This design comes from an exercise in tuning for small area on the open sky130 flow, not from production work.
In this exercise RTL edits were held to simulation tests only and were not proved equivalent to the original.
The clock port is modelled as an ideal driver; clocking choices that lean on that would not hold on a real chip.
Power is estimated from default activity; no workload was simulated.

run C:
==> flow/design.v <==
`timescale 1ns/1ps
module top(
    input ck, reset,
    input start_button, reflex_button,
    output CA, CB, CC, CD, CE, CF, CG, DP,
    output led, block,
    output [7:0] AN
);
    localparam [3:0] S_IDLE = 4'd0, S_WR = 4'd1, S_T = 4'd2, S_CMP = 4'd3, S_LM = 4'd4;
    reg [3:0] st;
    reg [5:0] r6;        
    reg [9:0] ds;        
    reg [5:0] val;       
    reg [9:0] kl;        
    reg [1:0] err;       
    reg [3:0] ncnt0, ncnt1, ncnt2, ncnt3;
    reg [3:0] nrec0, nrec1, nrec2, nrec3;
    wire [3:0] cnt0 = ~ncnt0, cnt1 = ~ncnt1, cnt2 = ~ncnt2, cnt3 = ~ncnt3;
    wire [3:0] rec0 = ~nrec0, rec1 = ~nrec1, rec2 = ~nrec2, rec3 = ~nrec3;
    reg [3:0] rf;        
    reg [2:0] sel;
    wire in_idle = (st == S_IDLE);
    wire in_wr = (st == S_WR);
    wire in_t = (st == S_T);
    wire in_cmp = (st == S_CMP);
    wire in_lm = (st == S_LM);
    wire in_lock = st[3];
    wire [1:0] w = st[1:0];
    wire [15:0] k = {val, kl};
    wire k_fb = ~(k[15] ^ k[9] ^ k[3] ^ k[0]);
    wire lock_hit = (k[15:2] == 14'b11010011000000);
    wire ms_tick = in_t & k[10];
    wire wrap = ms_tick | lock_hit;
    wire lock_end = k[2];
    wire en_ds = (ds[8:0] == 9'd278);
    wire zero = ~|val;
    wire r6_top = r6[0] ^ (r6[5] | ~|r6[4:1]);
    wire val_fb = val[5] ^ (val[4] | ~|val[3:0]);
    wire [1:0] err_inc = {err[1] | err[0], err[1] | ~err[0]};
    wire [15:0] ca = {cnt3, cnt2, cnt1, cnt0};
    wire [15:0] cb = {rec3, rec2, rec1, rec0};
    wire [16:0] bw;
    assign bw[0] = 1'b0;
    genvar gi;
    generate for (gi = 0; gi < 16; gi = gi + 1) begin : g_cmp
        assign bw[gi+1] = (~ca[gi] & cb[gi]) | (~ca[gi] & bw[gi]) | (cb[gi] & bw[gi]);
    end endgenerate
    wire is_new = bw[16];
    wire clr_cnt = ~(in_t | in_cmp);
    reg [3:0] st_n;
    always @(*) begin
        if (in_lock) begin
            if (w == 2'd0) st_n = lock_end ? S_IDLE : st;
            else st_n = lock_hit ? {2'b10, w[1] & w[0], ~w[0]} : st;
        end else begin
            case (st)
                S_IDLE: st_n = start_button ? S_WR : S_IDLE;
                S_WR:   st_n = zero ? S_T : (reflex_button ? {2'b10, err_inc} : S_WR);
                S_T:    st_n = reflex_button ? S_CMP : S_T;
                S_CMP:  st_n = start_button ? (is_new ? S_LM : S_WR) : S_CMP;
                default: st_n = S_WR;
            endcase
        end
    end
    always @(posedge ck or posedge reset)
        if (reset) st <= S_IDLE;
        else st <= st_n;
    reg rf_fb;
    always @(*) begin
        case (rf)
            4'd0, 4'd2, 4'd5, 4'd11, 4'd7: rf_fb = 1'b1;
            4'd1, 4'd15, 4'd14, 4'd12, 4'd8: rf_fb = 1'b0;
            default: rf_fb = 1'bx;
        endcase
    end
    wire rf9 = rf[3] & ~rf[2] & ~rf[1];
    always @(posedge ck or posedge reset)
        if (reset) begin
            r6 <= 6'd0;
            ds <= 10'd556;
            err <= 2'd0;
            rf <= 4'd0;
            sel <= 3'd0;
        end else begin
            r6 <= {r6_top, r6[5:1]};
            ds <= {ds[8:0], ds[9] ^ ds[2] ^ en_ds};
            if (in_wr & ~zero & reflex_button) err <= err_inc;
            rf <= {rf[2:0], rf_fb};
            if (rf9) sel <= {sel[2] ^ (sel[1] & sel[0]), sel[1] ^ sel[0], ~sel[0]};
        end
    always @(posedge ck) begin
        if (in_wr) begin
            kl <= 10'd0;
            if (reflex_button) val <= 6'd0;
            else if (en_ds & ~zero) val <= {val[4:0], val_fb};
        end else if (in_t | in_lock) begin
            if (wrap) {val, kl} <= 16'd1;
            else {val, kl} <= {k[14:0], k_fb};
        end else begin
            val <= r6;
            kl <= 10'd0;
        end
    end
    function [3:0] inc10(input [3:0] d);
        inc10 = {(d[3] & ~d[0]) | (d[2] & d[1] & d[0]), d[2] ^ (d[1] & d[0]), (d[1] ^ d[0]) & ~d[3], ~d[0]};
    endfunction
    wire c0 = ms_tick & cnt0[3] & cnt0[0];
    wire c1 = c0 & cnt1[3] & cnt1[0];
    wire c2 = c1 & cnt2[3] & cnt2[0];
    wire c3 = c2 & cnt3[3] & cnt3[0];
    always @(posedge ck or posedge reset)
        if (reset) begin
            ncnt0 <= ~4'd9; ncnt1 <= ~4'd9; ncnt2 <= ~4'd9; ncnt3 <= ~4'd9;
        end else if (clr_cnt) begin
            ncnt0 <= ~4'd0; ncnt1 <= ~4'd0; ncnt2 <= ~4'd0; ncnt3 <= ~4'd0;
        end else begin
            if (ms_tick) ncnt0 <= ~inc10(cnt0);
            if (c0) ncnt1 <= ~inc10(cnt1);
            if (c1) ncnt2 <= ~inc10(cnt2);
            if (c2) ncnt3 <= ~inc10(cnt3);
        end
    always @(posedge ck)
        if (in_lm | reset) begin
            nrec0 <= ncnt0; nrec1 <= ncnt1; nrec2 <= ncnt2; nrec3 <= ncnt3;
        end
    reg [3:0] dig;
    always @(*) begin
        case (sel)
            3'd0: dig = cnt0;
            3'd1: dig = cnt1;
            3'd2: dig = cnt2;
            3'd3: dig = cnt3;
            3'd4: dig = rec0;
            3'd5: dig = rec1;
            3'd6: dig = rec2;
            default: dig = rec3;
        endcase
    end
    reg [6:0] seg;
    always @(*) begin
        case (dig)
            4'd0: seg = 7'b0000001;
            4'd1: seg = 7'b1001111;
            4'd2: seg = 7'b0010010;
            4'd3: seg = 7'b0000110;
            4'd4: seg = 7'b1001100;
            4'd5: seg = 7'b0100100;
            4'd6: seg = 7'b0100000;
            4'd7: seg = 7'b0001111;
            4'd8: seg = 7'b0000000;
            4'd9: seg = 7'b0000100;
            default: seg = 7'bxxxxxxx;
        endcase
    end
    assign {CA, CB, CC, CD, CE, CF, CG} = seg;
    assign AN = ~(8'd1 << sel);
    assign DP = ~(sel[1] & sel[0]);
    assign led = in_t;
    assign block = in_lock;
endmodule
clock: 10.0 ns
lec_check: 0
abc_area: 1
cap_margin: 20
core_margin: 2
core_utilization: 40
slew_margin: 20
standard.sh (not shown) runs the stock make flow with config.mk's settings and CLKGATE_MAP_FILE= SYNTH_SCRIPT=/design/flow/synth_recipe.tcl, a recipe that flattens the netlist after the stock synthesis.
==> flow/flow/run.sh <==
#!/bin/bash
# Standard ORFS layout (the standard.sh), with these changes:
#  - synthesis maps logic with an area-oriented ABC script (flow/abc_area.script) and
#    without the adder-cell extraction step (ADDER_MAP_FILE empty); register mapping and
#    everything else in synthesis is the standard one
#  - port buffers use the smallest buffer cell
#  - clock tree synthesis arguments from flow/cts_args.txt (no dummy loads), then
#    flow/post_cts.tcl upsizes the clock buffers whose clock pins see the most slew
# Each step's full output goes to a log file in the work folder.
set -euo pipefail
W=$PWD
rm -rf "$W/myscripts"
cp -r "$FLOW_HOME/scripts" "$W/myscripts"
cp "$W/flow/abc_area.script" "$W/myscripts/abc_area.script"
SCRIPTS_DIR="$W/myscripts" ADDER_MAP_FILE= bash "$W/standard.sh" synth > "$W/synth.log" 2>&1
export BUFFER_PORTS_ARGS="-buffer_cell sky130_fd_sc_hd__buf_1"
export CTS_ARGS="$(cat "$W/flow/cts_args.txt")"
export POST_CTS_TCL="$W/flow/post_cts.tcl"
bash "$W/standard.sh" > "$W/layout.log" 2>&1
==> flow/flow/abc_area.script <==
strash
dc2
balance -l
resub -K 6 -l
rewrite -l
resub -K 6 -N 2 -l
refactor -l
resub -K 8 -l
balance -l
resub -K 8 -N 2 -l
rewrite -l
resub -K 10 -l
rewrite -z -l
resub -K 10 -N 2 -l
balance -l
resub -K 12 -l
refactor -z -l
resub -K 12 -N 2 -l
rewrite -z -l
balance -l
&get -n
&deepsyn -T 30
&dch -f
&nf -p -R 1000
&put
topo
==> flow/flow/cts_args.txt <==
-sink_clustering_enable -repair_clock_nets -buf_list sky130_fd_sc_hd__clkbuf_4 -dont_use_dummy_load
==> flow/flow/post_cts.tcl <==
set_propagated_clock [all_clocks]
estimate_parasitics -placement
foreach inst [get_cells clkbuf_*] {
  if { [get_property $inst ref_name] ne "sky130_fd_sc_hd__clkbuf_4" } { continue }
  set out [get_pins -of_objects $inst -filter "direction == output"]
  set worst 0
  foreach p [get_pins -of_objects [get_nets -of_objects $out] -filter "direction == input"] {
    if { [get_property $p lib_pin_name] ne "CLK" } { continue }
    set s [get_property $p slew_max]
    if { $s > $worst } { set worst $s }
  }
  if { $worst > 0.105 } {
    puts "post_cts: upsizing [get_full_name $inst] (clock pin slew [format %.1f [expr {$worst * 1000}]] ps)"
    replace_cell $inst sky130_fd_sc_hd__clkbuf_8
  }
}
detailed_placement
estimate_parasitics -placement
Every stage of the flow completed for run C, and the final layout passed the timing, DRC and antenna checks.
Edits applied to the flow inputs when going from run C to run D:
--- a/flow/design.v
+++ b/flow/design.v
@@ -7,6 +7,6 @@
     output [7:0] AN
 );
-    localparam [3:0] S_IDLE = 4'd0, S_WR = 4'd1, S_T = 4'd2, S_CMP = 4'd3, S_LM = 4'd4;
-    reg [3:0] st;
+    localparam [2:0] S_IDLE = 3'd0, S_WR = 3'd1, S_T = 3'd2, S_CMP = 3'd3, S_LM = 3'd4, S_L1 = 3'd5;
+    reg [2:0] st;
     reg [5:0] r6;        
     reg [9:0] ds;        
@@ -25,5 +25,5 @@
     wire in_cmp = (st == S_CMP);
     wire in_lm = (st == S_LM);
-    wire in_lock = st[3];
+    wire in_lock = st[2] & (st[1] | st[0]);
     wire [1:0] w = st[1:0];
     wire [15:0] k = {val, kl};
@@ -32,5 +32,4 @@
     wire ms_tick = in_t & k[10];
     wire wrap = ms_tick | lock_hit;
-    wire lock_end = k[2];
     wire en_ds = (ds[8:0] == 9'd278);
     wire zero = ~|val;
@@ -48,13 +47,13 @@
     wire is_new = bw[16];
     wire clr_cnt = ~(in_t | in_cmp);
-    reg [3:0] st_n;
+    reg [2:0] st_n;
     always @(*) begin
         if (in_lock) begin
-            if (w == 2'd0) st_n = lock_end ? S_IDLE : st;
-            else st_n = lock_hit ? {2'b10, w[1] & w[0], ~w[0]} : st;
+            if (lock_hit) st_n = (st == S_L1) ? S_IDLE : {1'b1, w[1] & w[0], ~w[0]};
+            else st_n = st;
         end else begin
             case (st)
                 S_IDLE: st_n = start_button ? S_WR : S_IDLE;
-                S_WR:   st_n = zero ? S_T : (reflex_button ? {2'b10, err_inc} : S_WR);
+                S_WR:   st_n = zero ? S_T : (reflex_button ? {1'b1, err_inc} : S_WR);
                 S_T:    st_n = reflex_button ? S_CMP : S_T;
                 S_CMP:  st_n = start_button ? (is_new ? S_LM : S_WR) : S_CMP;
@@ -92,6 +91,8 @@
         if (in_wr) begin
             kl <= 10'd0;
-            if (reflex_button) val <= 6'd0;
-            else if (en_ds & ~zero) val <= {val[4:0], val_fb};
+            if (~zero) begin
+                if (reflex_button) val <= 6'b111000;
+                else if (en_ds) val <= {val[4:0], val_fb};
+            end
         end else if (in_t | in_lock) begin
             if (wrap) {val, kl} <= 16'd1;
Findings:
Run D did not stop at any stage, and its layout met the timing, DRC and antenna checks. Compared with run C, in run D minimum period implied by the final worst setup slack decreased 130 ps, worst setup slack increased 130 ps, wire length essentially unchanged. Run D and run C ended up with roughly the same xor/xnor cell area share of the yosys netlist. The lower fraction of power consumed by the clock network came out of run D. Synthesized area per cell delta for run D relative to run C: about 0.8% higher.

afterwards: timing with drivers on the ports:
How much do the figures lean on ideal ports? The routed layouts below were timed once more, with nothing changed but the port constraints.
Step 1 (the two cells are an assumption about what drives the block):
set clk [get_ports {ck}]
set_driving_cell -lib_cell sky130_fd_sc_hd__clkbuf_16 $clk
set_driving_cell -lib_cell sky130_fd_sc_hd__buf_2 [delete_from_list [all_inputs] $clk]
Step 2 also shifts input and output timing later by t, the mid clock arrival at the registers, as if the neighbouring blocks saw the same clock.
Three values: ideal ports, drivers, drivers and shift; two values: the first two.
run | t (ns) | setup WS [ns] | worst setup path at the end | pins driven straight from the clock port
run C | 0.430 | 4.804 / 4.775 / 5.206 | register to output | 1
run D | 0.428 | 4.937 / 4.908 / 5.336 | register to output | 1
After both steps setup and hold are still met in every run listed.
